This is an optimization exercise on Yosys and OpenROAD, whose aim is small area and a short achievable clock period, not a production implementation.
At most, simulation tests tie the RTL to the original design; equivalence was not proved.
Function not checked in runs 3 and 4: the RTL went through the layout flow alone.
Power is estimated from default activity; no workload was simulated.

`design/flow/flow/run.sh`:
```
#!/bin/bash
# Layout: the standard ORFS flow, with the port buffers made plain buffers
# (buf_4) instead of the cell buffer_ports picks by default (a delay cell).
set -euo pipefail
bash standard.sh BUFFER_PORTS_ARGS="-buffer_cell sky130_fd_sc_hd__buf_4" finish > flow_standard.log 2>&1
```
`design/flow/standard.sh`:
```
#!/bin/bash
# synth_recipe.tcl (not shown) runs the flow's synth.tcl, then flattens the netlist and writes it again
# the make line also repeats each setting of config.mk as NAME=value (left out here)
make -C /OpenROAD-flow-scripts/flow DESIGN_CONFIG=/design/flow/config.mk WORK_HOME=/design/flow/orfs CLKGATE_MAP_FILE= SYNTH_SCRIPT=/design/flow/synth_recipe.tcl "${@:-finish}"
```
`design/flow/config.mk`:
```
export PLATFORM = sky130hd
export DESIGN_NAME = CPU
export DESIGN_NICKNAME = CPU
export VERILOG_FILES = /design/flow/design.v
export SDC_FILE = /design/flow/constraint.sdc
export NUM_CORES = 4
export LEC_CHECK = 0
export CAP_MARGIN = 20
export CORE_MARGIN = 2
export CORE_UTILIZATION = 55
export CTS_CLUSTER_DIAMETER = 80
export CTS_CLUSTER_SIZE = 24
export SETUP_SLACK_MARGIN = 3.6
export SLEW_MARGIN = 20
```
`design/flow/constraint.sdc`:
```
create_clock -name core_clock -period 6.2 [get_ports {clock}]
set_input_delay 1.2400 -clock core_clock [delete_from_list [all_inputs] [get_ports {clock}]]
set_output_delay 1.2400 -clock core_clock [all_outputs]
set_load 0.01 [all_outputs]
```
`design/flow/design.v`:
```
`timescale 1ns / 1ps
module CPU(
    input clock,
    input Load,
    input reset,
    input [7:0] data_in,
    output [7:0] Instruction,
    output [7:0] Acc,
    output [7:0] Mem,
    output [4:0] Program_counter
    );
    reg [7:0] ir;        
    reg [4:0] pc;
    reg [4:0] mar;       
    reg [2:0] xop;       
    reg       run;
    reg [7:0] acc;
    reg [7:0] mdr;       
    reg [31:0] vld;      
    reg [255:0] mem;     
    wire [2:0] op = ir[7:5];
    wire [4:0] ad = ir[4:0];
    wire issue = ~Load & (|op);
    wire xalu = xop[2] ^ xop[1];             
    wire xsto = xop == 3'b110;
    wire acc_we = run & ~Load & xalu;
    wire mem_we = run & ~Load & xsto;
    wire [7:0] a = acc;
    wire [7:0] b = mdr;
    wire [7:0] p = a ^ b;
    wire [7:0] g = a & b;
    wire [7:0] o = a | b;
    wire [7:0] g1, p1, g2, p2, g3;
    genvar i;
    generate
        for (i = 0; i < 8; i = i + 1) begin : l1
            if (i % 2 == 1) begin : m
                assign g1[i] = g[i] | (p[i] & g[i-1]);
                assign p1[i] = p[i] & p[i-1];
            end else begin : k
                assign g1[i] = g[i];
                assign p1[i] = p[i];
            end
        end
        for (i = 0; i < 8; i = i + 1) begin : l2
            if (i % 4 >= 2) begin : m
                assign g2[i] = g1[i] | (p1[i] & g1[(i/4)*4+1]);
                assign p2[i] = p1[i] & p1[(i/4)*4+1];
            end else begin : k
                assign g2[i] = g1[i];
                assign p2[i] = p1[i];
            end
        end
        for (i = 0; i < 8; i = i + 1) begin : l3
            if (i >= 4) begin : m
                assign g3[i] = g2[i] | (p2[i] & g2[3]);
            end else begin : k
                assign g3[i] = g2[i];
            end
        end
    endgenerate
    wire [7:0] sum = p ^ {g3[6:0], 1'b0};
    reg [7:0] alu;
    always @(*) begin
        case ({xop[2], xop[0]})
            2'b00: alu = sum;    
            2'b01: alu = g;      
            2'b10: alu = p;      
            default: alu = b;    
        endcase
    end
    wire z_add = ~p[0] & (&(p[7:1] ~^ o[6:0]));
    reg zalu;
    always @(*) begin
        case ({xop[2], xop[0]})
            2'b00: zalu = z_add;
            2'b01: zalu = ~|g;
            2'b10: zalu = ~|p;
            default: zalu = ~|b;
        endcase
    end
    wire zero = xalu ? zalu : ~|a;
    wire [3:0] rda = 4'b1 << ad[1:0];
    wire [7:0] rdb = 8'b1 << ad[4:2];
    wire [31:0] rsel;
    wire [7:0] rdata;
    generate
        for (i = 0; i < 32; i = i + 1) begin : rs
            assign rsel[i] = rda[i % 4] & rdb[i / 4] & vld[i];
        end
        for (i = 0; i < 8; i = i + 1) begin : rb
            wire [31:0] t;
            genvar j;
            for (j = 0; j < 32; j = j + 1) begin : w
                assign t[j] = rsel[j] & mem[8*j + i];
            end
            wire r1b = rda[3] & rdb[6] & ~vld[27];
            wire r1c = rda[0] & rdb[7] & ~vld[28];
            assign rdata[i] = (|t) | r1b | ((i % 2 == 1) ? r1c : 1'b0);
        end
    endgenerate
    wire fwd = mem_we & (mar == ad);
    always @(posedge clock or posedge reset) begin
        if (reset) begin
            ir  <= 8'd0;
            pc  <= 5'd0;
            mar <= 5'd0;
            xop <= 3'd0;
            run <= 1'b0;
            acc <= 8'd0;
            mdr <= 8'd0;
            vld <= 32'd0;
        end else begin
            ir  <= data_in;
            run <= issue;
            if (issue) begin
                mar <= ad;
                xop <= op;
                if (op == 3'b111)
                    pc <= ad;
                else if (op == 3'b001 && zero)
                    pc <= pc + 5'd2;
                else
                    pc <= pc + 5'd1;
                mdr <= fwd ? acc : rdata;
            end else if (mem_we) begin
                mdr <= acc;
            end
            if (acc_we)
                acc <= alu;
            vld <= vld | wsel;
        end
    end
    wire [3:0] wra = 4'b1 << mar[1:0];
    wire [7:0] wrb = 8'b1 << mar[4:2];
    wire [31:0] wsel;
    generate
        for (i = 0; i < 32; i = i + 1) begin : ws
            assign wsel[i] = mem_we & wra[i % 4] & wrb[i / 4];
            always @(posedge clock) begin
                if (wsel[i])
                    mem[8*i +: 8] <= acc;
            end
        end
    endgenerate
    assign Instruction = ir;
    assign Acc = acc;
    assign Mem = mdr;
    assign Program_counter = pc;
endmodule
```
==> metrics.md, run 1 <==
| Metric | Value |
|---|---|
| Seq cells post-synth | `326` |
| Worst Skew | `0.02234 ns` |
| Grt ovf | `0` |
| Slew @ Worst Pin | `0.9263 ns` |
| First-pass GRT wire length | `63670 µm` |
| CTS Hold Bufs | `0` |
| Pwr/cell area | `350.0 nW/µm²` |
| Clock Path Buffers | `3` |
| Initial drt markers | `1821` |
| Total I/O pin count | `40` |
| GRT Util Overall | `34.11%` |
| RSZ-0062 raised after global routing | `yes` |
| Initial Util | `55.51%` |
| Port Buf Inserts | `39` |
| Final #Nets | `1110` |
| Clock root buffer | `clkbuf_16` |
| CP Max Fanout | `9` |
| Final worst path period share | `43.01%` |
| Tmin final | `2.667 ns` |
| Main flop type after synthesis | `edfxtp_1` |
| Site Rows | `58` |
| Placed cells | `1359` |
| Die Ht | `162.5 µm` |
| Commonest non-fill, non-tap cell in the layout | `edfxtp_1` |
| Synth warn | `1` |
| Sum Neg Setup Slack | `0 ns` |
| Final setup viols | `0` |
| Startpoint Class | `input port` |
| DR pass1 iterations | `5` |
| FF-to-FF Start | `ir[0]` |
| CP arrival | `2.82 ns` |
| Hold Vio Cnt, Final | `0` |
| Maxcap violations | `0` |
| Wire per inst | `32.51 µm` |
| Die Span X | `162.5 µm` |
| Library cells used by synthesis | `63` |
| Worst Setup SP | `Load` |
| Final instance count without filler cells | `1422` |
| Async SR Flop Fraction | `21.47%` |
| Seq/Total Area, Yosys | `68.31%` |
| Core footprint | `24890 µm²` |
| Pin count of the biggest net entering global routing | `42` |
| Drt total wl | `46220 µm` |
| Vias in the first global route | `8731` |
| Req. time, crit path | `6.36 ns` |
| Antenna viol nets, final | `0` |
| Dpl hpwl | `28430 µm` |
| Hold_sp | `vld[11]` |
| CTS Buf Count | `18` |
| Share of cells above drive strength 1 | `22.64%` |
| Peak Freq | `0.3750 GHz` |
| Sinks on the clock net | `326` |
| Critical path class | `in2reg` |
| Pleak | `0.005747 µW` |
| Via count | `9823` |
| WHS | `0.4651 ns` |
| Syn Area/Cell | `13.30 µm²` |
| Die area | `26410 µm²` |
| Post-synth EDFFs | `256` |
| Drt drc | `0` |
| Top post-synthesis cells by area | `edfxtp_1, dfrtp_1, nand3_1, nand4_1, nand2_1` |
| Outcome | `timing/DRC/antenna clean` |
| Clk Latency, worst-skew pair | `0.53 ns` |
| Synth area leader | `edfxtp_1` |
| Max-slew violation count | `0` |
| Most frequent cells in the layout | `edfxtp_1, nand3_1, nand4_1` |
| Drt via density | `6.908` |
| Top cell type's share of synthesized area | `55.63%` |
| Net count after synthesis | `1070` |
| H-tree Lvls | `1` |
| Area grow syn2layout | `14.93%` |
| Netlist Area Pre-Place | `13820 µm²` |
| Post-Syn Instances | `1039` |
| Initial antenna violation count | `2` |
| Final GP Congestion | `0.9455` |
| Worst hold path class | `reg2reg` |
| Maximum vdd drop | `0.2806 mV` |
| Setup crit end kind | `flop` |
| CTS tree | `yes` |
| Relative max-transition margin | `37.44%` |
| Clock transition at path regs | `0.09 ns` |
[state kept, by name, summed over array words and instances, names as in the netlist]
name	count
mem	256
vld	32
acc	8
ir	8
mdr	8
mar	5
pc	5
xop	3
run	1
[layout make-up]
type                    instances  area [µm²]
diodes                          1       2.502
clock buffers                  29       513.0
clock inverters                 3       43.79
fillers                      1930        9010
inverters                      25       105.1
multi-input cells             622        4369
flip-flops and latches        326        9463
well taps                     330       412.9
repair buffers                 86       972.2
[what timing repair did]
item	4_1_cts	5_1_grt
cloned	2	5
gates resized for setup	81	39
pin swaps	1	9
endpoints found under the setup margin	313	158
buffers inserted	9	14
[metrics by stage]
| step | setup WS [ns] | total power, µW | area, µm² | util (%) |
|---|---|---|---|---|
| floorplan | 3.427 | 3337 | 13890 | - |
| global placement | 2.708 | 3819 | 14380 | 57.76 |
| detailed placement | 2.718 | 3827 | 14380 | 57.76 |
| CTS | 3.348 | 5331 | 15460 | 62.13 |
| global route | 3.442 | 5710 | 15880 | 63.79 |
| finish | 3.533 | 5558 | 15880 | 63.80 |
[synthesized netlist by cell type (3+ instances only)]
cell type  instances
nor4_1            12
or4_1             13
nand3_1          143
buf_6             11
nor2b_1            4
mux4_2             3
xnor2_1            5
or2_2             33
nor2_1            45
and3b_1           13
fa_1               3
or3_1              3
buf_2             11
nand4_1           96
and2_1             9
ha_1              17
nand2_1           57
nand3b_1           9
buf_1              6
o21ai_0           18
dfrtp_1           70
a21o_1             3
a32oi_1           16
a222oi_1           7
inv_1             25
mux2_2             4
nor3b_1            4
edfxtp_1         256
a21oi_1           10
xor2_1             9
and3_1            25
a22oi_1           11
nor3_1             6
clkbuf_1          34
nor3b_2            5
o22ai_1            6
[metal layers]
metal | part of all wire, % | GRT usage (%) | wire length (µm) | vias up
li1 | - | - | - | 4099
met1 | 41 | 52.50 | 18840 | 4960
met2 | 44 | 48.90 | 20110 | 669
met3 | 12 | 7.792 | 5420 | 95
met4 | 4.0 | 9.976 | 1848 | 0
met5 | 0 | 0 | 0 | -
[power breakdown]
group | total, µW | internal, µW | switching, µW
combinational | 1480 | 586 | 895
sequential | 2770 | 2660 | 110
clock | 1310 | 589 | 719
total | 5560 | 3830 | 1720
[worst paths after layout]
check | slack, ns | depth (start not counted) | end
setup / recovery | 3.53 | 6 | mem[20]
hold / removal | 0.47 | 1 | vld[11]
setup reg to reg | 3.53 | 8 | mdr[7]
hold reg to reg | 0.47 | 1 | vld[11]
max in group asynchronous | 4.15 | 3 | acc[4]
min in group asynchronous | 0.88 | 2 | ir[3]
[critical path: stages]
cell and delay [ns]:
buf_4 0.12, nor2b_1 0.25, nand2_1 0.12, nor2_1 0.10, nand2_1 0.37, nor2_2 0.62
[kinds of logic (layout without fill, tap and decap cells)]
group           after synthesis  count (layout)  synth area share (%)
simple gates                484             484                 19.53
flops                       326             326                 68.31
compound gates               95              95                 4.989
buf+inv                      91             143                 3.350
fa+ha+maj                    20              20                 1.974
xor+xnor                     14              14                0.8874
mux                           9               9                0.9597
other cells                   0               1                     0
==> run 2, diff against run 1 <==
--- a/design/flow/config.mk
+++ b/design/flow/config.mk
@@ -11,4 +11,4 @@
 export CTS_CLUSTER_DIAMETER = 80
 export CTS_CLUSTER_SIZE = 24
-export SETUP_SLACK_MARGIN = 3.6
+export SETUP_SLACK_MARGIN = 3.8
 export SLEW_MARGIN = 20
==> metrics.md, run 2 <==
| Metric | Value |
|---|---|
| Async SR Flop Fraction | `21.47% (unchanged)` |
| Sum Neg Setup Slack | `0 ns (unchanged)` |
| Slew @ Worst Pin | `0.7794 ns (-0.1469 ns)` |
| Core footprint | `24890 µm² (unchanged)` |
| Critical path class | `reg2out` |
| Die Ht | `162.5 µm (unchanged)` |
| Area grow syn2layout | `20.40%` |
| Final GP Congestion | `0.9473 (+0.19%)` |
| R2R cell count | `9 (+1)` |
| Syn Area/Cell | `13.30 µm² (unchanged)` |
| First-pass GRT wire length | `68530 µm (+7.6%)` |
| Final worst path period share | `41.05% (-2.0 points)` |
| Most frequent cells in the layout | `edfxtp_1, nand3_1, nand4_1` |
| CP arrival | `1.31 ns (-1.51 ns)` |
| Main flop type after synthesis | `edfxtp_1` |
| Drt via density | `6.908 (about the same)` |
| RSZ-0062 raised after global routing | `yes` |
| Clock transition at path regs | `0.09 ns (about the same)` |
| Total I/O pin count | `40 (unchanged)` |
| Hold path depth | `1 (unchanged)` |
| Initial antenna violation count | `1 (-1)` |
| Pin count of the biggest net entering global routing | `45 (+7.1%)` |
| Share of cells above drive strength 1 | `30.45% (+7.8 points)` |
| Most frequent cells after synthesis | `edfxtp_1, nand3_1, nand4_1, dfrtp_1, nand2_1` |
| H-tree Lvls | `1 (unchanged)` |
| GRT Util Overall | `37.00% (+2.9 points)` |
| Clock Path Buffers | `3 (unchanged)` |
| Die Span X | `162.5 µm (unchanged)` |
| Drt total wl | `48570 µm (+5.1%)` |
| Maxcap violations | `0 (unchanged)` |
| CTS Buf Count | `17 (-1)` |
| Port Buf Inserts | `39 (unchanged)` |
| R2R Setup Slk | `3.67 ns (+0.14 ns)` |
| CTS tree | `yes` |
| Drt drc | `0 (unchanged)` |
| Reg2reg end | `pc[0]` |
| Count leader, synth | `edfxtp_1` |
| Post-synth EDFFs | `256 (unchanged)` |
| Synth area leader | `edfxtp_1` |
| Top post-synthesis cells by area | `edfxtp_1, dfrtp_1, nand3_1, nand4_1, nand2_1` |
| Pleak | `0.006044 µW (+5.2%)` |
| Die area | `26410 µm² (unchanged)` |
| Post-Syn Instances | `1039 (unchanged)` |
| FF-to-FF Start | `acc[7]` |
| Relative max-transition margin | `47.85% (+10 points)` |
| Commonest non-fill, non-tap cell in the layout | `edfxtp_1` |
| Setup crit end kind | `primary output` |
| Wire per inst | `32.89 µm (+1.2%)` |
| Sinks on the clock net | `326 (unchanged)` |
| Outcome | `timing/DRC/antenna clean` |
| Initial drt markers | `1698 (-6.8%)` |
| Net count after synthesis | `1070 (unchanged)` |
| Library cells used by synthesis | `63 (unchanged)` |
| Via count | `10200 (+3.9%)` |
| Grt ovf | `0 (unchanged)` |
| Crit path to | `Instruction[4]` |
| Antenna viol nets, final | `0 (unchanged)` |
| Req. time, crit path | `4.96 ns (-1.40 ns)` |
| Peak Freq | `0.3929 GHz (+4.8%)` |
| Final setup viols | `0 (unchanged)` |
| Tmin final | `2.545 ns (-0.1212 ns)` |
| Top Registers | `mem (256), vld (32)` |
| Placed cells | `1356 (-0.22%)` |
| DR pass1 iterations | `7 (+2)` |
| Most flop-heavy register | `mem` |
| Final #Nets | `1167 (+5.1%)` |
| Seq cells post-synth | `326 (unchanged)` |
| Vias in the first global route | `9339 (+7.0%)` |
| Dpl hpwl | `28440 µm (about the same)` |
| Maximum vdd drop | `0.4345 mV (+55%)` |
| Hold Vio Cnt, Final | `0 (unchanged)` |
| Startpoint Class | `flop` |
| Site Rows | `58 (unchanged)` |
| CTS Hold Bufs | `0 (unchanged)` |
| Max reg flops | `256 (unchanged)` |
| Top cell type's share of synthesized area | `55.63% (unchanged)` |
| Clock root buffer | `clkbuf_16` |
| Synth warn | `1 (unchanged)` |
| Initial Util | `55.51% (unchanged)` |
| Worst Skew | `0.01368 ns (-0.008659 ns)` |
| Seq/Total Area, Yosys | `68.31% (unchanged)` |
| CP Max Fanout | `3 (-6)` |
| Pwr/cell area | `335.3 nW/µm² (-4.2%)` |
| Netlist Area Pre-Place | `13820 µm² (unchanged)` |
| Clk Latency, worst-skew pair | `0.52 ns (about the same)` |
| Worst Setup SP | `ir[4]` |
| Final instance count without filler cells | `1477 (+3.9%)` |
| Worst hold path class | `reg2reg` |
| Max-slew violation count | `0 (unchanged)` |
[run 2: cell families (layout without fill, tap and decap cells)]
logic type	count (synthesis)	in the layout	synth area share, %
muxes	9	9	0.9597
buffers and inverters	91	197	3.350
and+or+nand+nor	484	485	19.53
adders and majority gates	20	20	1.974
AOI/OAI and AO/OA	95	95	4.989
other	0	1	0
xor gates and xnor gates	14	14	0.8874
DFF	326	326	68.31
[run 2: critical path: stages (launching register included)]
cell and delay, ns:
dfrtp_2 0.44, buf_6 0.12, buf_6 0.11, buf_6 0.11
[run 2: per-layer routing]
metal	track usage [%]	share of wire, %	up-vias
met3	6.875	13	113
met5	0	0	-
met4	11.38	4.0	0
met1	56.14	39	5157
met2	54.89	44	720
li1	-	-	4213
[run 2: final cells by class]
cell class                      count  area, µm²
Antenna cell                        1      2.502
Clock buffer                       27      462.9
Clock inverter                      2      11.26
Fill cell                        1840       8254
Inverter                           25      102.6
Multi-Input combinational cell    623       4621
Sequential cell                   326       9484
Tap cell                          330      412.9
Timing Repair Buffer              143       1540
[run 2: power by group]
| group | switching, µW | total [µW] | internal, µW |
|---|---|---|---|
| registers | 119 | 2790 | 2670 |
| logic | 962 | 1590 | 625 |
| clock network | 680 | 1200 | 523 |
[run 2: how the worst min path moves through the flow]
stage               startpoint      end
finish                 vld[15]  vld[15]
global route           vld[15]  vld[15]
global placement        vld[3]   vld[3]
CTS                     vld[5]   vld[5]
floorplan              vld[16]  vld[16]
detailed placement      vld[4]   vld[4]
[run 2: metrics by stage]
| step | total power [µW] | setup WS (ns) | util, % | hold slack [ns] | cell area (µm²) |
|---|---|---|---|---|---|
| floorplan | 3350 | 3.525 | - | 0.4282 | 14020 |
| global placement | 3797 | 2.840 | 58.12 | 0.4436 | 14470 |
| detailed placement | 3803 | 2.805 | 58.12 | 0.4423 | 14470 |
| CTS | 5483 | 3.459 | 64.91 | 0.4663 | 16160 |
| global route | 5733 | 3.583 | 66.83 | 0.4852 | 16630 |
| finish | 5578 | 3.655 | 66.84 | 0.4667 | 16640 |
[run 2: repair_timing]
item                                    in CTS  in global routing
endpoints found under the setup margin     263                161
buffers inserted                            73                 12
pin swaps                                   25                 52
gates resized for setup                    120                 78
gates cloned                                 3                  3
==> run 3, diff against run 2 <==
--- a/design/flow/design.v
+++ b/design/flow/design.v
@@ -19,4 +19,7 @@
     reg [31:0] vld;      
     reg [255:0] mem;     
+    reg       pv;        
+    reg [4:0] pa;        
+    reg [7:0] pd;        
     wire [2:0] op = ir[7:5];
     wire [4:0] ad = ir[4:0];
@@ -100,5 +103,6 @@
         end
     endgenerate
-    wire fwd = mem_we & (mar == ad);
+    wire fwd = mem_we & (mar == ad);        
+    wire pfwd = pv & (pa == ad);            
     always @(posedge clock or posedge reset) begin
         if (reset) begin
@@ -123,5 +127,5 @@
                 else
                     pc <= pc + 5'd1;
-                mdr <= fwd ? acc : rdata;
+                mdr <= fwd ? acc : pfwd ? pd : rdata;
             end else if (mem_we) begin
                 mdr <= acc;
@@ -132,13 +136,23 @@
         end
     end
-    wire [3:0] wra = 4'b1 << mar[1:0];
-    wire [7:0] wrb = 8'b1 << mar[4:2];
+    always @(posedge clock or posedge reset) begin
+        if (reset)
+            pv <= 1'b0;
+        else
+            pv <= mem_we;
+    end
+    always @(posedge clock) begin
+        pa <= mar;
+        pd <= acc;
+    end
+    wire [3:0] wra = 4'b1 << pa[1:0];
+    wire [7:0] wrb = 8'b1 << pa[4:2];
     wire [31:0] wsel;
     generate
         for (i = 0; i < 32; i = i + 1) begin : ws
-            assign wsel[i] = mem_we & wra[i % 4] & wrb[i / 4];
+            assign wsel[i] = pv & wra[i % 4] & wrb[i / 4];
             always @(posedge clock) begin
                 if (wsel[i])
-                    mem[8*i +: 8] <= acc;
+                    mem[8*i +: 8] <= pd;
             end
         end
==> metrics.md, run 3 <==
| Metric | Value |
|---|---|
| Outcome | `timing/DRC/antenna clean` |
| First-pass GRT wire length | `59600 µm (-13%)` |
| Post-Syn Instances | `945 (-9.0%)` |
| Most frequent cells in the layout | `edfxtp_1, a22oi_1, buf_4` |
| Die Ht | `161.3 µm (-0.74%)` |
| Most flop-heavy register | `mem` |
| Slew @ Worst Pin | `1.211 ns (+0.4315 ns)` |
| Clock transition at path regs | `0.09 ns (about the same)` |
| Commonest non-fill, non-tap cell in the layout | `edfxtp_1` |
| Maximum vdd drop | `0.3974 mV (-8.5%)` |
| Final setup viols | `0 (unchanged)` |
| Drt via density | `6.634 (-4.0%)` |
| Hold Vio Cnt, Final | `0 (unchanged)` |
| Pleak | `0.005854 µW (-3.1%)` |
| Port Buf Inserts | `39 (unchanged)` |
| Initial Util | `55.96% (+0.44 points)` |
| Top Registers | `mem (256), vld (32)` |
| Antenna viol nets, final | `0 (unchanged)` |
| Maxcap violations | `0 (unchanged)` |
| CTS Buf Count | `18 (+1)` |
| Initial drt markers | `1586 (-6.6%)` |
| Library cells used by synthesis | `65 (+3.2%)` |
| Critical path class | `reg2reg` |
| Final GP Congestion | `0.9358 (-1.2%)` |
| Setup crit end kind | `flop` |
| Seq cells post-synth | `340 (+4.3%)` |
| H-tree Lvls | `1 (unchanged)` |
| Post-Synth Adder-Cell Area | `2.004% (+0.030 points)` |
| Site Rows | `57 (-1.7%)` |
| Syn Area/Cell | `14.40 µm² (+8.3%)` |
| Top cell type's share of synthesized area | `56.49% (+0.86 points)` |
| Worst hold path class | `reg2reg` |
| Relative max-transition margin | `18.97% (-29 points)` |
| Drt drc | `0 (unchanged)` |
| Most frequent cells after synthesis | `edfxtp_1, a22oi_1, nand2_1, dfrtp_1, nor2_1` |
| Count leader, synth | `edfxtp_1` |
| Dpl hpwl | `27090 µm (-4.7%)` |
| Sw power | `1495 µW (-15%)` |
| Largest family of logic cells by synthesized area | `simple AND/OR/NAND/NOR gates` |
| Inserted Diodes | `0 (-1)` |
| Synth Area in Compound Gates | `9.783% (+4.8 points)` |
| DR pass1 iterations | `6 (-1)` |
| Via count | `8989 (-12%)` |
| Total I/O pin count | `40 (unchanged)` |
| RSZ-0062 raised after global routing | `yes` |
| Sinks on the clock net | `340 (+4.3%)` |
| Seq/Total Area, Yosys | `71.46% (+3.2 points)` |
| Clk Latency, worst-skew pair | `0.54 ns (+0.02 ns)` |
| Grt ovf | `0 (unchanged)` |
| Clk network pwr share | `24.6% (+3.0 points)` |
| Async SR Flop Fraction | `20.88% (-0.59 points)` |
| Synth warn | `1 (unchanged)` |
| GRT Util Overall | `32.33% (-4.7 points)` |
| Post-synth EDFFs | `256 (unchanged)` |
| Peak Freq | `0.3964 GHz (+0.91%)` |
| Share of cells above drive strength 1 | `29.00% (-1.5 points)` |
| Pwr/cell area | `335.2 nW/µm² (about the same)` |
| Initial antenna violation count | `0 (-1)` |
| Tmin final | `2.523 ns (-0.02287 ns)` |
| CP arrival | `2.91 ns (+1.60 ns)` |
| Combinational share of power | `18.1% (-10 points)` |
| Simple-gate portion of the synthesized area | `11.95% (-7.6 points)` |
| Sw frac | `28.40% (-3.2 points)` |
| Net count after synthesis | `976 (-8.8%)` |
| Synth area leader | `edfxtp_1` |
| Die area | `26020 µm² (-1.5%)` |
| Wire per inst | `30.85 µm (-6.2%)` |
| Clock Path Buffers | `3 (unchanged)` |
| Startpoint Class | `flop` |
| Synth Area in XOR/XNOR | `1.223% (+0.34 points)` |
| Drt total wl | `41810 µm (-14%)` |
| Pin count of the biggest net entering global routing | `39 (-13%)` |
| Final worst path period share | `40.69% (-0.37 points)` |
| Area grow syn2layout | `15.39%` |
| P_int | `3769 µW (-1.2%)` |
| CP Max Fanout | `8 (+5)` |
| Sequential share of power | `57.3% (+7.3 points)` |
| Vias in the first global route | `8759 (-6.2%)` |
| Final #Nets | `1050 (-10%)` |
| Sum Neg Setup Slack | `0 ns (unchanged)` |
| Core footprint | `24320 µm² (-2.3%)` |
| Req. time, crit path | `6.59 ns (+1.63 ns)` |
| CTS tree | `yes` |
| Post-synthesis mux area share | `1.048% (+0.088 points)` |
| Top post-synthesis cells by area | `edfxtp_1, dfrtp_1, a22oi_1, nand2_1, dfxtp_1` |
| Die Span X | `161.3 µm (-0.74%)` |
| Main flop type after synthesis | `edfxtp_1` |
| Netlist Area Pre-Place | `13610 µm² (-1.5%)` |
| Max-slew violation count | `0 (unchanged)` |
| Max reg flops | `256 (unchanged)` |
| # fillers | `1781 (-3.2%)` |
| Clock root buffer | `clkbuf_16` |
| WHS | `0.4349 ns (-0.03178 ns)` |
| Worst Skew | `0.02781 ns (+0.01413 ns)` |
run 3: cell count changes in the layout (fill, tap and decap cells not counted), moves of 19 or more:
cell / change
nor2_1: +34
a22oi_1: +86
nand2_1: +19
buf_6: -31
nand3_1: -119
nor2_4: -29
nand4_1: -81
run 3: layout make-up:
cell class	instances	area (µm²)	area share (%)
clock inverters	3	26.28	0.1673
multi-input cells	530	4048	25.78
well taps	324	405.4	2.582
clock buffers	29	513.0	3.267
flip-flops and latches	340	9766	62.19
inverters	22	98.84	0.6295
repair buffers	107	845.8	5.386
run 3: cells by family after synthesis:
kind of cell / count (synthesis)
xor gates and xnor gates: 19
adders and majority gates: 20
muxes: 9
and+or+nand+nor: 304
DFF: 340
buffers and inverters: 75
AOI/OAI and AO/OA: 178
run 3: metrics by stage:
stage               instances  util (%)  worst slack, ns  total power (µW)  cell area [µm²]
floorplan                 945         -            3.656              3412            13670
global placement         1268     58.43            3.066              3784            14210
detailed placement       1270     58.62            2.983              3814            14260
CTS                      1343     63.01            3.694              5170            15320
global route             1355     64.57            3.666              5449            15700
finish                   1355     64.57            3.678              5264            15700
run 3: worst max-delay path, stage by stage, from the launching register on:
cell,delay (ns)
dfrtp_4,0.54
clkbuf_2,0.18
nor2b_1,0.20
and3_2,0.32
a22oi_1,0.31
nand4_1,0.37
nor4_2,0.33
a211oi_1,0.13
run 3: routing by layer:
metal	vias to the layer above	track usage [%]	share of wire, %
li1	3768	-	-
met1	4487	47.62	39
met4	0	11.61	4.2
met2	632	46.96	44
met5	-	0	0
met3	102	8.629	13
run 3: path summary, 6_finish.rpt:
check | from | end | slack (ns) | depth (start not counted)
setup / recovery | ir[1] | mdr[0] | 3.68 | 7
hold / removal | mar[3] | pa[3] | 0.43 | 0
setup reg to reg | ir[1] | mdr[0] | 3.68 | 7
hold reg to reg | mar[3] | pa[3] | 0.43 | 0
max in group asynchronous | reset | ir[1] | 4.33 | 3
min in group asynchronous | reset | mar[0] | 0.84 | 2
run 3: repair_timing:
item                       in CTS  in global routing
buffers inserted               41                 11
setup endpoints to repair      38                 28
gates resized for setup        74                 72
pin swaps                       3                 18
hold buffers                    0                  0
hold endpoints to repair        0                  0
run 3: power groups by stage:
stage,Combinational (µW),Clock [µW],Sequential (µW)
floorplan,378,0,3030
global placement,694,0,3090
detailed placement,711,0,3100
CTS,844,1300,3020
global route,1020,1380,3040
finish,951,1300,3020
==> run 4, diff against run 3 <==
--- a/design/flow/config.mk
+++ b/design/flow/config.mk
@@ -11,4 +11,4 @@
 export CTS_CLUSTER_DIAMETER = 80
 export CTS_CLUSTER_SIZE = 24
-export SETUP_SLACK_MARGIN = 3.8
+export SETUP_SLACK_MARGIN = 3.95
 export SLEW_MARGIN = 20
==> metrics.md, run 4 <==
| Metric | Value |
|---|---|
| Grt ovf | `0 (unchanged)` |
| CP arrival | `2.89 ns (-0.02 ns)` |
| Sequential share of power | `53.5% (-3.8 points)` |
| Dpl hpwl | `26850 µm (-0.89%)` |
| GRT Util Overall | `32.49% (+0.16 points)` |
| Clock transition at path regs | `0.09 ns (about the same)` |
| Synth warn | `1 (unchanged)` |
| Sw frac | `28.60% (+0.21 points)` |
| Peak Freq | `0.3992 GHz (+0.69%)` |
| Die Ht | `161.3 µm (unchanged)` |
| Relative max-transition margin | `24.91% (+5.9 points)` |
| Most frequent cells after synthesis | `edfxtp_1, a22oi_1, nand2_1, dfrtp_1, nor2_1` |
| Wire per inst | `30.21 µm (-2.1%)` |
| Top Registers | `mem (256), vld (32)` |
| Seq/Total Area, Yosys | `71.46% (unchanged)` |
| Core footprint | `24320 µm² (unchanged)` |
| CTS tree | `yes` |
| Maxcap violations | `0 (unchanged)` |
| Max-slew violation count | `0 (unchanged)` |
| First-pass GRT wire length | `60900 µm (+2.2%)` |
| Drt drc | `0 (unchanged)` |
| Clk Latency, worst-skew pair | `0.53 ns (about the same)` |
| Slew @ Worst Pin | `1.122 ns (-0.08871 ns)` |
| DR pass1 iterations | `6 (unchanged)` |
| R2R Setup Slk | `3.69 ns (+0.02 ns)` |
| RSZ-0062 raised after global routing | `yes` |
| Setup WS pre-CTS | `2.996 ns (+0.01301 ns)` |
| WHS | `0.4251 ns (-0.009828 ns)` |
| Max reg flops | `256 (unchanged)` |
| Top post-synthesis cells by area | `edfxtp_1, dfrtp_1, a22oi_1, nand2_1, dfxtp_1` |
| Vias in the first global route | `8920 (+1.8%)` |
| Final Cell Area | `16460 µm² (+4.9%)` |
| Clock Path Buffers | `3 (unchanged)` |
| Req. time, crit path | `6.59 ns (about the same)` |
| Drt total wl | `41930 µm (+0.28%)` |
| Site Rows | `57 (unchanged)` |
| Total I/O pin count | `40 (unchanged)` |
| Area grow syn2layout | `20.99%` |
| Sw power | `1572 µW (+5.2%)` |
| Most flop-heavy register | `mem` |
| Worst hold path class | `reg2reg` |
| Most frequent cells in the layout | `edfxtp_1, buf_4, a22oi_1` |
| Syn Area/Cell | `14.40 µm² (unchanged)` |
| Hold Vio Cnt, Final | `0 (unchanged)` |
| Final worst path period share | `40.41% (-0.28 points)` |
| Drt via density | `6.632 (about the same)` |
| Tmin final | `2.505 ns (-0.01738 ns)` |
| Pwr/cell area | `333.9 nW/µm² (-0.40%)` |
| Area after DPL | `14280 µm² (+0.17%)` |
| Pin count of the biggest net entering global routing | `72 (+85%)` |
| P_int | `3925 µW (+4.1%)` |
| Setup crit end kind | `flop` |
| Port Buf Inserts | `39 (unchanged)` |
| Async SR Flop Fraction | `20.88% (unchanged)` |
| Initial drt markers | `1324 (-17%)` |
| Critical path class | `reg2reg` |
| Top cell type's share of synthesized area | `56.49% (unchanged)` |
| Outcome | `timing/DRC/antenna clean` |
| Sinks on the clock net | `340 (unchanged)` |
| Post-synth EDFFs | `256 (unchanged)` |
| Share of cells above drive strength 1 | `35.43% (+6.4 points)` |
| Min setup slack post-route | `3.695 ns (+0.01738 ns)` |
| Count leader, synth | `edfxtp_1` |
| Combinational share of power | `22.0% (+3.9 points)` |
| Final setup viols | `0 (unchanged)` |
| Die area | `26020 µm² (unchanged)` |
| Final #Nets | `1083 (+3.1%)` |
| Area occupied by multi-input gates | `4394 µm² (+8.6%)` |
| Die Span X | `161.3 µm (unchanged)` |
| Clk network pwr share | `24.4% (-0.2 points)` |
| Pleak | `0.006134 µW (+4.8%)` |
| Worst Skew | `0.01442 ns (-0.01339 ns)` |
| Net count after synthesis | `976 (unchanged)` |
| Layout Utilization | `67.70% (+3.1 points)` |
| Post-Syn Instances | `945 (unchanged)` |
| Antenna viol nets, final | `0 (unchanged)` |
| Seq cells post-synth | `340 (unchanged)` |
| Netlist Area Pre-Place | `13610 µm² (unchanged)` |
| Storage element area | `9762 µm² (about the same)` |
| Maximum vdd drop | `0.2890 mV (-27%)` |
| Library cells used by synthesis | `65 (unchanged)` |
| CTS Buf Count | `18 (unchanged)` |
| Commonest non-fill, non-tap cell in the layout | `edfxtp_1` |
| CP Max Fanout | `3 (-5)` |
| Inserted Diodes | `0 (unchanged)` |
| Final GP Congestion | `0.9345 (-0.14%)` |
| Synth area leader | `edfxtp_1` |
| H-tree Lvls | `1 (unchanged)` |
| Main flop type after synthesis | `edfxtp_1` |
| Startpoint Class | `flop` |
| Initial Util | `55.96% (unchanged)` |
| Sum Neg Setup Slack | `0 ns (unchanged)` |
| # fillers | `1669 (-6.3%)` |
| Initial antenna violation count | `0 (unchanged)` |
| Clock root buffer | `clkbuf_16` |
| Via count | `9205 (+2.4%)` |
-- run 4: cell counts after synthesis --
Identical to the previous run, type by type.
-- run 4: timing repair --
| action | CTS | global route |
|---|---|---|
| endpoints found under the hold margin | 0 | 0 |
| setup buffers | 67 | 15 |
| hold buffers | 0 | 0 |
| gates resized for setup | 181 | 69 |
| setup endpoints to repair | 61 | 69 |
| pin swaps | 33 | 40 |
-- run 4: stage by stage --
step,std cells,power (µW)
floorplan,945,3414
global placement,1272,3788
detailed placement,1274,3816
CTS,1373,5338
global route,1388,5667
finish,1388,5498
-- run 4: power by group through the flow --
stage	Sequential, µW	Clock (µW)	Combinational (µW)
6_report	2940	1340	1210
4_1_cts	2940	1340	1060
3_3_place_gp	3020	0	767
5_1_grt	2960	1430	1280
3_5_place_dp	3030	0	789
2_1_floorplan	3030	0	381
-- run 4: per-layer routing --
layer / part of all wire [%] / vias up / global-route usage, %
li1: - / 3826 / -
met3: 11 / 87 / 5.136
met4: 4.1 / 0 / 10.11
met2: 46 / 606 / 50.04
met5: 0 / - / 0
met1: 39 / 4686 / 48.41
-- run 4: cell families after synthesis --
group | share of synthesized area [%]
buf+inv | 2.528
flops | 71.46
fa+ha+maj | 2.004
xor+xnor | 1.223
compound gates | 9.783
mux | 1.048
simple gates | 11.95
-- run 4: path summary, 6_finish.rpt --
path,from,to,cells past startpoint
worst min register to register,mar[4],pa[4],0
worst max register to register,mdr[0],acc[4],8
max in group asynchronous,reset,acc[3],3
worst max-delay path,mdr[0],acc[4],8
worst min-delay path,mar[4],pa[4],0
min in group asynchronous,reset,mar[0],3
-- run 4: final cells by class --
type,instances,area share [%]
repair buffers,140,7.508
flip-flops and latches,340,59.29
well taps,324,2.462
multi-input cells,530,26.69
clock buffers,29,3.123
inverters,22,0.6231
clock inverters,3,0.3040
-- run 4: critical path, cell delays in order (launching register included) --
cell and delay [ns]:
dfrtp_2 0.47, ha_4 0.19, fa_2 0.34, a21o_1 0.16
a21o_1 0.18, fa_2 0.41, mux4_2 0.46, nand2_1 0.09
o21ai_1 0.06
==> run 5, diff against run 4 <==
--- a/design/flow/design.v
+++ b/design/flow/design.v
@@ -11,4 +11,6 @@
     );
     reg [7:0] ir;        
+    reg [3:0] rda;       
+    reg [7:0] rdb;       
     reg [4:0] pc;
     reg [4:0] mar;       
@@ -84,6 +86,4 @@
     end
     wire zero = xalu ? zalu : ~|a;
-    wire [3:0] rda = 4'b1 << ad[1:0];
-    wire [7:0] rdb = 8'b1 << ad[4:2];
     wire [31:0] rsel;
     wire [7:0] rdata;
@@ -108,4 +108,6 @@
         if (reset) begin
             ir  <= 8'd0;
+            rda <= 4'b0001;
+            rdb <= 8'b00000001;
             pc  <= 5'd0;
             mar <= 5'd0;
@@ -117,4 +119,6 @@
         end else begin
             ir  <= data_in;
+            rda <= 4'b1 << data_in[1:0];
+            rdb <= 8'b1 << data_in[4:2];
             run <= issue;
             if (issue) begin
--- a/design/flow/config.mk
+++ b/design/flow/config.mk
@@ -11,4 +11,4 @@
 export CTS_CLUSTER_DIAMETER = 80
 export CTS_CLUSTER_SIZE = 24
-export SETUP_SLACK_MARGIN = 3.95
+export SETUP_SLACK_MARGIN = 3.8
 export SLEW_MARGIN = 20
==> metrics.md, run 5 <==
| Metric | Value |
|---|---|
| Peak Freq | `0.4002 GHz (+0.25%)` |
| Port Buf Inserts | `39 (unchanged)` |
| Total I/O pin count | `40 (unchanged)` |
| Maxcap violations | `0 (unchanged)` |
| Sw power | `1499 µW (-4.7%)` |
| CP arrival | `1.26 ns (-1.63 ns)` |
| Outcome | `timing/DRC/antenna clean` |
| Clock root buffer | `clkbuf_16` |
| Top cell type's share of synthesized area | `56.04% (-0.45 points)` |
| First-pass GRT wire length | `59260 µm (-2.7%)` |
| Drt total wl | `41360 µm (-1.4%)` |
| Req. time, crit path | `4.96 ns (-1.63 ns)` |
| Final worst path period share | `40.30% (-0.10 points)` |
| # fillers | `1814 (+8.7%)` |
| Clk network pwr share | `24.1% (-0.3 points)` |
| Critical path class | `reg2out` |
| Seq cells post-synth | `352 (+3.5%)` |
| Pleak | `0.005707 µW (-7.0%)` |
| P_int | `3869 µW (-1.4%)` |
| Sum Neg Setup Slack | `0 ns (unchanged)` |
| Die Span X | `161.9 µm (+0.39%)` |
| Setup crit end kind | `primary output` |
| Startpoint Class | `flop` |
| Most flop-heavy register | `mem` |
| CTS Hold Bufs | `0 (unchanged)` |
| Pwr/cell area | `343.6 nW/µm² (+2.9%)` |
| Vias in the first global route | `8724 (-2.2%)` |
| Main flop type after synthesis | `edfxtp_1` |
| Post-synth EDFFs | `256 (unchanged)` |
| Relative max-transition margin | `25.52% (+0.61 points)` |
| Max-slew violation count | `0 (unchanged)` |
| Seq/Total Area, Yosys | `73.10% (+1.6 points)` |
| Drt via density | `6.732 (+1.5%)` |
| Syn Area/Cell | `15.26 µm² (+6.0%)` |
| Count leader, synth | `edfxtp_1` |
| Min setup slack post-route | `3.701 ns (+0.006370 ns)` |
| Most frequent cells in the layout | `edfxtp_1, buf_4, a22o_1` |
| Inserted Diodes | `0 (unchanged)` |
| Initial Util | `56.24% (+0.28 points)` |
| Pin count of the biggest net entering global routing | `84 (+17%)` |
| Sinks on the clock net | `352 (+3.5%)` |
| Wire per inst | `31.55 µm (+4.4%)` |
| CTS Buf Count | `18 (unchanged)` |
| Final GP Congestion | `0.9130 (-2.3%)` |
| Clock transition at path regs | `0.09 ns (about the same)` |
| Initial antenna violation count | `0 (unchanged)` |
| Site Rows | `57 (unchanged)` |
| Clock Path Buffers | `3 (unchanged)` |
| Slew @ Worst Pin | `1.113 ns (-0.009069 ns)` |
| Worst hold path class | `reg2reg` |
| RSZ-0062 raised after global routing | `yes` |
| Synth warn | `1 (unchanged)` |
| Grt ovf | `0 (unchanged)` |
| Combinational share of power | `18.3% (-3.7 points)` |
| DR pass1 iterations | `5 (-1)` |
| Die area | `26220 µm² (+0.78%)` |
| Sequential share of power | `57.6% (+4.1 points)` |
| Setup WS pre-CTS | `3.304 ns (+0.3079 ns)` |
| Tmin final | `2.499 ns (-0.006370 ns)` |
| Dpl hpwl | `26430 µm (-1.6%)` |
| Netlist Area Pre-Place | `13720 µm² (+0.80%)` |
| Core footprint | `24390 µm² (+0.29%)` |
| Die Ht | `161.9 µm (+0.39%)` |
| Sw frac | `27.93% (-0.68 points)` |
| CTS tree | `yes` |
| Final setup viols | `0 (unchanged)` |
| Library cells used by synthesis | `64 (-1.5%)` |
| Max reg flops | `256 (unchanged)` |
| Share of cells above drive strength 1 | `27.86% (-7.6 points)` |
| Top post-synthesis cells by area | `edfxtp_1, dfrtp_1, a221oi_1, a22o_1, dfxtp_1` |
| Worst Skew | `0.01441 ns (-0.00001020 ns)` |
| Via count | `8825 (-4.1%)` |
| Antenna viol nets, final | `0 (unchanged)` |
| Initial drt markers | `1219 (-7.9%)` |
| Hold Vio Cnt, Final | `0 (unchanged)` |
| Commonest non-fill, non-tap cell in the layout | `edfxtp_1` |
| Async SR Flop Fraction | `23.58% (+2.7 points)` |
| Synth area leader | `edfxtp_1` |
| Drt drc | `0 (unchanged)` |
| CP Max Fanout | `5 (+2)` |
| Top Registers | `mem (256), vld (32)` |
| Final #Nets | `1006 (-7.1%)` |
| H-tree Lvls | `1 (unchanged)` |
| Post-Syn Instances | `899 (-4.9%)` |
| GRT Util Overall | `31.88% (-0.61 points)` |
| Most frequent cells after synthesis | `edfxtp_1, dfrtp_1, a221oi_1, a22o_1, nor2_1` |
| Net count after synthesis | `930 (-4.7%)` |
| Clk Latency, worst-skew pair | `0.52 ns (about the same)` |
| Maximum vdd drop | `0.2065 mV (-29%)` |
| Area grow syn2layout | `13.92%` |
-- run 5: changes by cell type in the layout (fill, tap and decap cells not counted), sizes merged, moves of 9 or more --
cell and change:
a21oi +12, a221oi +58, a22o +56, a22oi -95
and4 -9, buf -38, dfrtp +10, nand2 -35
nor4 -13
-- run 5: critical path, cell delays in order, from the launching register on --
cell and delay (ns):
dfrtp_2 0.49, buf_6 0.15, buf_6 0.11
-- run 5: power by group through the flow --
| stage | combinational [µW] | sequential [µW] | clock [µW] |
|---|---|---|---|
| after floorplan | 383 | 3150 | 0 |
| after global placement | 725 | 3150 | 0 |
| after detailed placement | 763 | 3160 | 0 |
| after CTS | 900 | 3080 | 1310 |
| after global routing | 1070 | 3110 | 1390 |
| final | 984 | 3090 | 1290 |
-- run 5: path summary, 6_finish.rpt --
| kind | start | endpoint | slack [ns] | cells after the start |
|---|---|---|---|---|
| hold / removal | mar[0] | pa[0] | 0.42 | 0 |
| min in group asynchronous | reset | vld[0] | 0.95 | 3 |
| setup / recovery | mdr[3] | Mem[3] | 3.70 | 2 |
| max in group asynchronous | reset | acc[2] | 4.68 | 3 |
| hold reg to reg | mar[0] | pa[0] | 0.42 | 0 |
| setup reg to reg | mdr[3] | pc[4] | 3.75 | 9 |
-- run 5: metrics by stage --
| step | total power (µW) | utilization (%) | instances | cell area, µm² | hold WS (ns) |
|---|---|---|---|---|---|
| 5_1_grt | 5567 | 64.07 | 1311 | 15630 | 0.4352 |
| 6_report | 5369 | 64.07 | 1311 | 15630 | 0.4231 |
| 4_1_cts | 5295 | 62.59 | 1293 | 15270 | 0.4234 |
| 2_1_floorplan | 3528 | - | 899 | 13730 | 0.3850 |
| 3_5_place_dp | 3927 | 59.22 | 1240 | 14450 | 0.3998 |
| 3_3_place_gp | 3876 | 59.10 | 1239 | 14410 | 0.4013 |
-- run 5: kinds of logic after synthesis --
group | Yosys count | synth area share (%)
AO/OA/AOI/OAI | 204 | 11.89
AND/OR/NAND/NOR | 226 | 8.921
multiplexers | 8 | 0.7297
adder cells (fa/ha/maj) | 20 | 1.988
buffers and inverters | 70 | 2.025
XOR/XNOR | 19 | 1.350
flip-flops | 352 | 73.10
-- run 5: what timing repair did --
item                                    4_1_cts  5_1_grt
gates resized for setup                      55       62
endpoints found under the setup margin       38       39
setup buffers                                21       18
pin swaps                                     3       11
-- run 5: per-layer routing --
layer	up-vias	global-route usage (%)	wire, µm
met1	4474	44.65	15710
met3	97	5.439	4268
met2	590	50.66	19490
met5	-	0	0
met4	0	12.51	1889
li1	3664	-	-
-- run 5: area by class of cell --
cell class                 instances  area [µm²]  share of cell area (%)
clock inverter                     2       12.51                 0.08007
multi-input combinational        477        3722                   23.82
inverter                          24       97.59                  0.6246
clock buffer                      30       516.7                   3.307
sequential                       352       10060                   64.41
tap                              324       405.4                   2.594
timing repair buffer             102       807.0                   5.165
==> run 6, diff against run 5 <==
==> design/flow/flow/run.sh (replaced) <==
#!/bin/bash
# Layout: the standard ORFS flow, with the port buffers made plain buffers
# (buf_2) instead of the cell buffer_ports picks by default (a delay cell).
set -euo pipefail
bash standard.sh BUFFER_PORTS_ARGS="-buffer_cell sky130_fd_sc_hd__buf_2" finish > flow_standard.log 2>&1
==> metrics.md, run 6 <==
| Metric | Value |
|---|---|
| Setup crit end kind | `primary output` |
| Core footprint | `24390 µm² (unchanged)` |
| Max-slew violation count | `0 (unchanged)` |
| Share of cells above drive strength 1 | `28.80% (+0.94 points)` |
| Synth Area in Compound Gates | `11.89% (unchanged)` |
| Final Cell Area | `15640 µm² (about the same)` |
| Initial Util | `56.24% (unchanged)` |
| Die Span X | `161.9 µm (unchanged)` |
| Net count after synthesis | `930 (unchanged)` |
| Clock root buffer | `clkbuf_16` |
| Maxcap violations | `0 (unchanged)` |
| GRT Util Overall | `31.85% (about the same)` |
| Worst Hold End | `pa[4]` |
| Synth warn | `1 (unchanged)` |
| Seq/Total Area, Yosys | `73.10% (unchanged)` |
| Worst path cell trace | `buf_6 > buf_6` |
| Peak Freq | `0.4067 GHz (+1.6%)` |
| Initial drt markers | `1052 (-14%)` |
| Worst hold path class | `reg2reg` |
| Dpl hpwl | `26220 µm (-0.78%)` |
| Slowest CP cell | `dfrtp_2` |
| Hold_sp | `mar[4]` |
| CP dominant cell by count | `buf_6` |
| Sinks on the clock net | `352 (unchanged)` |
| Hold Vio Cnt, Final | `0 (unchanged)` |
| Post-Synth Adder-Cell Area | `1.989% (unchanged)` |
| Top post-synthesis cells by area | `edfxtp_1, dfrtp_1, a221oi_1, a22o_1, dfxtp_1` |
| Wire per inst | `31.59 µm (+0.14%)` |
| Delay-heaviest family, CP | `flip-flops` |
| DR pass1 iterations | `5 (unchanged)` |
| Commonest non-fill, non-tap cell in the layout | `edfxtp_1` |
| CTS tree | `yes` |
| Final instance count without filler cells | `1310 (-0.076%)` |
| Initial antenna violation count | `1 (+1)` |
| RSZ-0062 raised after global routing | `yes` |
| Netlist Area Pre-Place | `13720 µm² (unchanged)` |
| Req. time, crit path | `4.96 ns (about the same)` |
| Final #Nets | `1005 (-0.099%)` |
| R2R Setup Slk | `3.79 ns (+0.04 ns)` |
| Pin count of the biggest net entering global routing | `84 (unchanged)` |
| CP arrival | `1.22 ns (-0.04 ns)` |
| Sum Neg Setup Slack | `0 ns (unchanged)` |
| Async SR Flop Fraction | `23.58% (unchanged)` |
| Startpoint Class | `flop` |
| CTS Buf Count | `18 (unchanged)` |
| Library cells used by synthesis | `64 (unchanged)` |
| CP Max Fanout | `5 (unchanged)` |
| Post-Syn Instances | `899 (unchanged)` |
| Largest stage delay, worst path | `0.45 ns (-0.04 ns)` |
| Clk Latency, worst-skew pair | `0.52 ns (about the same)` |
| Grt ovf | `0 (unchanged)` |
| Drt total wl | `41380 µm (about the same)` |
| Top cell type's share of synthesized area | `56.04% (unchanged)` |
| Syn Area/Cell | `15.26 µm² (unchanged)` |
| Site Rows | `57 (unchanged)` |
| Count leader, synth | `edfxtp_1` |
| Most frequent cells after synthesis | `edfxtp_1, dfrtp_1, a221oi_1, a22o_1, nor2_1` |
| Synth Area in XOR/XNOR | `1.350% (unchanged)` |
| Relative max-transition margin | `22.70% (-2.8 points)` |
| Via count | `8966 (+1.6%)` |
| Pleak | `0.005681 µW (-0.45%)` |
| Hold path depth | `0 (unchanged)` |
| Main flop type after synthesis | `edfxtp_1` |
| Tmin final | `2.459 ns (-0.03979 ns)` |
| Post-synth EDFFs | `256 (unchanged)` |
| Drt via density | `6.844 (+1.7%)` |
| Placed cells | `1237 (-0.24%)` |
| WP buf/inv | `2 (unchanged)` |
| R2R cell count | `10 (+1)` |
| Most frequent cells in the layout | `edfxtp_1, a22o_1, buf_4` |
| Max reg flops | `256 (unchanged)` |
| Pwr/cell area | `345.9 nW/µm² (+0.67%)` |
| Seq cells post-synth | `352 (unchanged)` |
| Reg2reg end | `pc[4]` |
| Pwr Total | `5409 µW (+0.75%)` |
| Setup WS pre-CTS | `3.280 ns (-0.02362 ns)` |
| Worst Skew | `0.01591 ns (+0.001496 ns)` |
| Top Registers | `mem (256), vld (32)` |
| Area grow syn2layout | `14.00% (about the same)` |
| Final setup viols | `0 (unchanged)` |
| First-pass GRT wire length | `59860 µm (+1.0%)` |
| Post-synthesis mux area share | `0.7297% (unchanged)` |
| Port Buf Inserts | `39 (unchanged)` |
| Simple-gate portion of the synthesized area | `8.921% (unchanged)` |
| Outcome | `timing/DRC/antenna clean` |
| Critical path class | `reg2out` |
| Synth area leader | `edfxtp_1` |
| Die area | `26220 µm² (unchanged)` |
| Inserted Diodes | `0 (unchanged)` |
| FF-to-FF Start | `mdr[0]` |
| Slew @ Worst Pin | `1.158 ns (+0.04475 ns)` |
| Antenna viol nets, final | `0 (unchanged)` |
| Final worst path period share | `39.66% (-0.64 points)` |
| Die Ht | `161.9 µm (unchanged)` |
| Total I/O pin count | `40 (unchanged)` |
| Clock transition at path regs | `0.10 ns (about the same)` |
| Maximum vdd drop | `0.2468 mV (+19%)` |
| H-tree Lvls | `1 (unchanged)` |
| CTS Hold Bufs | `0 (unchanged)` |
| Vias in the first global route | `8920 (+2.2%)` |
| Drt drc | `0 (unchanged)` |
| Largest family of logic cells by synthesized area | `compound AO/OA/AOI/OAI gates` |
| CP Depth | `2 (unchanged)` |
| Area after DPL | `14320 µm² (-0.89%)` |
| Clock Path Buffers | `3 (unchanged)` |
| Most flop-heavy register | `mem` |
| Final GP Congestion | `0.9133 (about the same)` |
| Min setup slack post-route | `3.741 ns (+0.03979 ns)` |
[run 6: cell counts after synthesis]
Identical to the previous run, type by type.
[run 6: cell type report]
| cell class | instances | area, µm² |
|---|---|---|
| flip-flops and latches | 352 | 10070 |
| fillers | 1785 | 8753 |
| multi-input cells | 477 | 3814 |
| repair buffers | 101 | 723.2 |
| clock buffers | 30 | 516.7 |
| well taps | 324 | 405.4 |
| inverters | 24 | 96.34 |
| clock inverters | 2 | 12.51 |
[run 6: metrics by stage]
| stage | hold slack [ns] | util, % |
|---|---|---|
| floorplan | 0.3850 | - |
| global placement | 0.4010 | 58.60 |
| detailed placement | 0.4024 | 58.70 |
| CTS | 0.4203 | 62.37 |
| global route | 0.4362 | 64.11 |
| finish | 0.4207 | 64.11 |
[run 6: cells by family after synthesis]
group / count (synthesis)
DFF: 352
muxes: 8
xor gates and xnor gates: 19
buffers and inverters: 70
and+or+nand+nor: 226
adders and majority gates: 20
AOI/OAI and AO/OA: 204
[run 6: per-layer routing]
layer | track usage (%) | part of all wire, % | vias up
met5 | 0 | 0 | -
met4 | 10.74 | 4.1 | 0
met3 | 3.371 | 8.8 | 107
met2 | 52.53 | 48 | 536
met1 | 45.06 | 39 | 4660
li1 | - | - | 3663
[run 6: worst max path at each step]
stage	start	slack, ns	end
floorplan	mdr[0]	3.82	acc[5]
detailed placement	Load	3.28	acc[6]
global placement	Load	3.33	acc[6]
CTS	mdr[0]	3.69	Mem[0]
global route	mdr[0]	3.71	Mem[0]
finish	mdr[0]	3.74	Mem[0]
[run 6: what timing repair did]
action	in CTS	in global routing
setup endpoints to repair	37	28
pin swaps	7	15
setup buffers	22	18
resized for setup	66	65
[run 6: power breakdown]
part / switching, µW / total [µW] / internal [µW] / leakage (µW)
Sequential: 247 / 3130 / 2880 / 0.00345
Clock: 722 / 1300 / 580 / 0.000253
Combinational: 557 / 976 / 419 / 0.00198
Total: 1530 / 5410 / 3880 / 0.00568
==> run 7, diff against run 6 <==
--- a/design/flow/config.mk
+++ b/design/flow/config.mk
@@ -6,4 +6,5 @@
 export NUM_CORES = 4
 export LEC_CHECK = 0
+export ABC_CLOCK_PERIOD_IN_PS = 2500
 export CAP_MARGIN = 20
 export CORE_MARGIN = 2
==> metrics.md, run 7 <==
| Metric | Value |
|---|---|
| Initial antenna violation count | `1 (unchanged)` |
| Relative max-transition margin | `22.70% (unchanged)` |
| Worst path cell trace | `buf_6 > buf_6` |
| Drt via density | `6.844 (unchanged)` |
| Initial drt markers | `1052 (unchanged)` |
| Clock Path Buffers | `3 (unchanged)` |
| Most flop-heavy register | `mem` |
| Worst Skew | `0.01591 ns (unchanged)` |
| # fillers | `1785 (unchanged)` |
| Clock transition at path regs | `0.10 ns (about the same)` |
| Seq/Total Area, Yosys | `73.10% (unchanged)` |
| Delay-heaviest family, CP | `flip-flops` |
| Startpoint Class | `flop` |
| Pleak | `0.005681 µW (unchanged)` |
| Area grow syn2layout | `14.00% (unchanged)` |
| Hold Vio Cnt, Final | `0 (unchanged)` |
| Reg2reg end | `pc[4]` |
| GRT Util Overall | `31.85% (unchanged)` |
| Vias in the first global route | `8920 (unchanged)` |
| RSZ-0062 raised after global routing | `yes` |
| CTS Buf Count | `18 (unchanged)` |
| Async SR Flop Fraction | `23.58% (unchanged)` |
| Top post-synthesis cells by area | `edfxtp_1, dfrtp_1, a221oi_1, a22o_1, dfxtp_1` |
| CP Max Fanout | `5 (unchanged)` |
| CTS tree | `yes` |
| Final worst path period share | `39.66% (unchanged)` |
| Clock root buffer | `clkbuf_16` |
| Max reg flops | `256 (unchanged)` |
| CP Depth | `2 (unchanged)` |
| Syn Area/Cell | `15.26 µm² (unchanged)` |
| R2R cell count | `10 (unchanged)` |
| CTS Hold Bufs | `0 (unchanged)` |
| Largest stage delay, worst path | `0.45 ns (about the same)` |
| Netlist Area Pre-Place | `13720 µm² (unchanged)` |
| Final setup viols | `0 (unchanged)` |
| Post-synth EDFFs | `256 (unchanged)` |
| Pin count of the biggest net entering global routing | `84 (unchanged)` |
| Wire per inst | `31.59 µm (unchanged)` |
| Count leader, synth | `edfxtp_1` |
| Most frequent cells in the layout | `edfxtp_1, a22o_1, buf_4` |
| Slowest CP cell | `dfrtp_2` |
| DR pass1 iterations | `5 (unchanged)` |
| Grt ovf | `0 (unchanged)` |
| Top Registers | `mem (256), vld (32)` |
| Commonest non-fill, non-tap cell in the layout | `edfxtp_1` |
| Via count | `8966 (unchanged)` |
| Peak Freq | `0.4067 GHz (unchanged)` |
| Post-Syn Instances | `899 (unchanged)` |
| Drt drc | `0 (unchanged)` |
| Maximum vdd drop | `0.2468 mV (unchanged)` |
| Main flop type after synthesis | `edfxtp_1` |
| Synth warn | `1 (unchanged)` |
| Maxcap violations | `0 (unchanged)` |
| Drt total wl | `41380 µm (unchanged)` |
| Port Buf Inserts | `39 (unchanged)` |
| Dpl hpwl | `26220 µm (unchanged)` |
| WHS | `0.4207 ns (unchanged)` |
| H-tree Lvls | `1 (unchanged)` |
| Critical path class | `reg2out` |
| Outcome | `timing/DRC/antenna clean` |
| Crit path to | `Mem[0]` |
| Die Ht | `161.9 µm (unchanged)` |
| WP buf/inv | `2 (unchanged)` |
| Most frequent cells after synthesis | `edfxtp_1, dfrtp_1, a221oi_1, a22o_1, nor2_1` |
| FF-to-FF Start | `mdr[0]` |
| CP dominant cell by count | `buf_6` |
| Total I/O pin count | `40 (unchanged)` |
| Share of cells above drive strength 1 | `28.80% (unchanged)` |
| Area after DPL | `14320 µm² (unchanged)` |
| R2R Setup Slk | `3.79 ns (about the same)` |
| Pwr/cell area | `345.9 nW/µm² (unchanged)` |
| Worst hold path class | `reg2reg` |
| Final GP Congestion | `0.9133 (unchanged)` |
| Clk Latency, worst-skew pair | `0.52 ns (about the same)` |
| Sinks on the clock net | `352 (unchanged)` |
| Tmin final | `2.459 ns (unchanged)` |
| Seq cells post-synth | `352 (unchanged)` |
| CP arrival | `1.22 ns (about the same)` |
| Inserted Diodes | `0 (unchanged)` |
| Req. time, crit path | `4.96 ns (about the same)` |
| Core footprint | `24390 µm² (unchanged)` |
| Library cells used by synthesis | `64 (unchanged)` |
| Top cell type's share of synthesized area | `56.04% (unchanged)` |
| Die area | `26220 µm² (unchanged)` |
| Setup crit end kind | `primary output` |
| Antenna viol nets, final | `0 (unchanged)` |
| Final Cell Area | `15640 µm² (unchanged)` |
| Final #Nets | `1005 (unchanged)` |
| Slew @ Worst Pin | `1.158 ns (unchanged)` |
| Net count after synthesis | `930 (unchanged)` |
| Max-slew violation count | `0 (unchanged)` |
| Worst Setup SP | `mdr[0]` |
| First-pass GRT wire length | `59860 µm (unchanged)` |
| Synth area leader | `edfxtp_1` |
| Initial Util | `56.24% (unchanged)` |
| Sum Neg Setup Slack | `0 ns (unchanged)` |
| Site Rows | `57 (unchanged)` |
| Die Span X | `161.9 µm (unchanged)` |
run 7: cell counts after synthesis:
Identical to the previous run, type by type.
run 7: metrics by stage:
stage | power (µW) | cells | worst slack (ns) | utilization [%]
floorplan | 3528 | 899 | 3.821 | -
global placement | 3835 | 1236 | 3.328 | 58.60
detailed placement | 3881 | 1237 | 3.280 | 58.70
CTS | 5280 | 1291 | 3.695 | 62.37
global route | 5592 | 1310 | 3.711 | 64.11
finish | 5409 | 1310 | 3.741 | 64.11
run 7: logic make-up after synthesis:
logic type	after synthesis	share of synthesized area, %
xor+xnor	19	1.350
flops	352	73.10
simple gates	226	8.921
compound gates	204	11.89
fa+ha+maj	20	1.988
mux	8	0.7297
buf+inv	70	2.025
run 7: power breakdown:
part	total, µW	internal (µW)	switching, µW
combinational	976	419	557
clock	1300	580	722
sequential	3130	2880	247
run 7: timing repair:
action | in CTS | in global routing
resized for setup | 66 | 65
hold endpoints to repair | 0 | 0
pin swaps | 7 | 15
buffers inserted | 22 | 18
endpoints found under the setup margin | 37 | 28
run 7: worst min path at each step:
stage,endpoint,start,depth (start not counted)
4_1_cts,pa[4],mar[4],0
5_1_grt,pa[4],mar[4],0
6_report,pa[4],mar[4],0
3_3_place_gp,pa[2],mar[2],0
2_1_floorplan,pa[1],mar[1],0
3_5_place_dp,pa[2],mar[2],0
run 7: cell type report:
class                           instances  area (µm²)  area share [%]
Sequential cell                       352       10070           64.39
Multi-Input combinational cell        477        3814           24.39
Timing Repair Buffer                  101       723.2           4.625
Clock buffer                           30       516.7           3.305
Tap cell                              324       405.4           2.592
Inverter                               24       96.34          0.6161
Clock inverter                          2       12.51         0.08001
run 7: routing by layer:
layer	routed length, µm	track usage (%)
met5	0	0
met4	1696	10.74
met3	3638	3.371
met2	19900	52.53
met1	16150	45.06
==> run 8, diff against run 7 <==
--- a/design/flow/config.mk
+++ b/design/flow/config.mk
@@ -6,5 +6,4 @@
 export NUM_CORES = 4
 export LEC_CHECK = 0
-export ABC_CLOCK_PERIOD_IN_PS = 2500
 export CAP_MARGIN = 20
 export CORE_MARGIN = 2
@@ -12,4 +11,4 @@
 export CTS_CLUSTER_DIAMETER = 80
 export CTS_CLUSTER_SIZE = 24
-export SETUP_SLACK_MARGIN = 3.8
+export SETUP_SLACK_MARGIN = 3.9
 export SLEW_MARGIN = 20
==> metrics.md, run 8 <==
| Metric | Value |
|---|---|
| Outcome | `timing/DRC/antenna clean` |
| Main flop type after synthesis | `edfxtp_1` |
| Drt via density | `6.702 (-2.1%)` |
| CP Depth | `2 (unchanged)` |
| Synth Area in XOR/XNOR | `1.350% (unchanged)` |
| Pwr/cell area | `344.9 nW/µm² (-0.27%)` |
| Slowest CP cell | `dfrtp_2` |
| Final worst path period share | `40.07% (+0.41 points)` |
| Maxcap violations | `0 (unchanged)` |
| Seq/Total Area, Yosys | `73.10% (unchanged)` |
| Maximum vdd drop | `0.3410 mV (+38%)` |
| Final GP Congestion | `0.9664 (+5.8%)` |
| RSZ-0062 raised after global routing | `yes` |
| Via count | `8833 (-1.5%)` |
| Most flop-heavy register | `mem` |
| Clk Latency, worst-skew pair | `0.54 ns (+0.02 ns)` |
| Clock transition at path regs | `0.10 ns (about the same)` |
| Sinks on the clock net | `352 (unchanged)` |
| Dpl hpwl | `26270 µm (+0.19%)` |
| Async SR Flop Fraction | `23.58% (unchanged)` |
| Largest stage delay, worst path | `0.48 ns (+0.03 ns)` |
| Setup crit end kind | `primary output` |
| Setup WS pre-CTS | `3.387 ns (+0.1068 ns)` |
| Gr busiest metal | `met2` |
| Synth Area in Compound Gates | `11.89% (unchanged)` |
| CTS Buf Count | `19 (+1)` |
| Port Buf Inserts | `39 (unchanged)` |
| Synth area leader | `edfxtp_1` |
| Commonest non-fill, non-tap cell in the layout | `edfxtp_1` |
| Delay-heaviest family, CP | `flip-flops` |
| Peak Freq | `0.4026 GHz (-1.0%)` |
| Req. time, crit path | `4.96 ns (about the same)` |
| WHS | `0.4208 ns (+0.0001240 ns)` |
| DR pass1 iterations | `5 (unchanged)` |
| Synth warn | `1 (unchanged)` |
| Syn Area/Cell | `15.26 µm² (unchanged)` |
| Clock root buffer | `clkbuf_16` |
| Seq cells post-synth | `352 (unchanged)` |
| Netlist Area Pre-Place | `13720 µm² (unchanged)` |
| Sum Neg Setup Slack | `0 ns (unchanged)` |
| Min setup slack post-route | `3.716 ns (-0.02520 ns)` |
| Total I/O pin count | `40 (unchanged)` |
| Clk network pwr share | `24.5% (+0.4 points)` |
| Core footprint | `24390 µm² (unchanged)` |
| Reg2reg end | `acc[5]` |
| Worst hold path class | `reg2reg` |
| CP Max Fanout | `4 (-1)` |
| Tmin final | `2.484 ns (+0.02520 ns)` |
| Sw power | `1561 µW (+2.3%)` |
| R2R cell count | `12 (+2)` |
| Library cells used by synthesis | `64 (unchanged)` |
| Final #Nets | `1012 (+0.70%)` |
| Post-Syn Instances | `899 (unchanged)` |
| Top cell type's share of synthesized area | `56.04% (unchanged)` |
| Pin count of the biggest net entering global routing | `84 (unchanged)` |
| CP arrival | `1.24 ns (+0.02 ns)` |
| Post-synth EDFFs | `256 (unchanged)` |
| Critical path class | `reg2out` |
| Max-slew violation count | `0 (unchanged)` |
| Sw frac | `28.39% (+0.18 points)` |
| CTS tree | `yes` |
| Site Rows | `57 (unchanged)` |
| Drt total wl | `41670 µm (+0.69%)` |
| Die Span X | `161.9 µm (unchanged)` |
| # fillers | `1776 (-0.50%)` |
| Simple-gate portion of the synthesized area | `8.921% (unchanged)` |
| Net count after synthesis | `930 (unchanged)` |
| R2R Setup Slk | `3.82 ns (+0.03 ns)` |
| Startpoint Class | `flop` |
| Area grow syn2layout | `16.20%` |
| Initial drt markers | `1185 (+13%)` |
## run 8: changes by cell type in the layout (fill, tap and decap cells not counted), sizes merged
cell,before,now
clkinv,2,3
buf,101,107
clkbuf,30,31
## run 8: cell families (layout without fill, tap and decap cells)
logic type / after synthesis / in the layout
buffers and inverters: 70 / 165
adders and majority gates: 20 / 20
and+or+nand+nor: 226 / 226
xor gates and xnor gates: 19 / 19
DFF: 352 / 352
AOI/OAI and AO/OA: 204 / 204
muxes: 8 / 8
## run 8: layout make-up
cell class / instances / area, µm² / area share [%]
flip-flops and latches: 352 / 10070 / 63.18
multi-input cells: 477 / 3895 / 24.44
repair buffers: 107 / 889.6 / 5.581
clock buffers: 31 / 520.5 / 3.266
well taps: 324 / 405.4 / 2.543
inverters: 24 / 103.9 / 0.6515
clock inverters: 3 / 55.05 / 0.3454
## run 8: what timing repair did
action | 4_1_cts | 5_1_grt
endpoints found under the setup margin | 53 | 44
buffers inserted | 33 | 15
gates resized for setup | 120 | 48
pin swaps | 8 | 16
## run 8: worst min path at each step
stage | startpoint | endpoint | cells after the start
after CTS | mar[2] | pa[2] | 0
after global routing | mar[2] | pa[2] | 0
after global placement | mar[1] | pa[1] | 0
after floorplan | mar[1] | pa[1] | 0
final | mar[2] | pa[2] | 0
after detailed placement | mar[2] | pa[2] | 0
## run 8: through the flow
step,power [µW],instance area (µm²),utilization (%),instances
after global routing,5694,15940,65.35,1318
after floorplan,3534,13770,-,899
after CTS,5402,15600,63.97,1303
final,5498,15940,65.35,1318
after global placement,3857,14330,58.75,1236
after detailed placement,3896,14360,58.85,1236
## run 8: worst reg2reg max path, stage by stage, from the launching register on
cell and delay (ns):
dfrtp_2 0.46, ha_4 0.16, inv_2 0.04, fa_2 0.33, nor2b_1 0.11, o21a_1 0.16, nor2_2 0.05, fa_2 0.42
nor3_2 0.16, a21oi_2 0.06, nor2_2 0.15, a2111oi_4 0.06, a21oi_1 0.14
## run 8: power groups by stage
stage               Combinational [µW]  Clock (µW)  Sequential [µW]
finish                            1060        1350             3090
global route                      1140        1440             3110
CTS                                969        1350             3080
detailed placement                 738           0             3160
global placement                   711           0             3150
floorplan                          386           0             3150
## run 8: per-layer routing
layer | up-vias | part of all wire (%)
met4 | 0 | 4.2
li1 | 3682 | -
met1 | 4539 | 38
met3 | 102 | 9.8
met2 | 510 | 48
met5 | - | 0

Check on run 8: ideal ports give 3.716 ns setup slack; a clkbuf_16 on the clock port and buf_2 on the inputs give 3.670 ns; moving port delays by the midpoint clock arrival (0.562 ns) as well gives 3.518 ns.
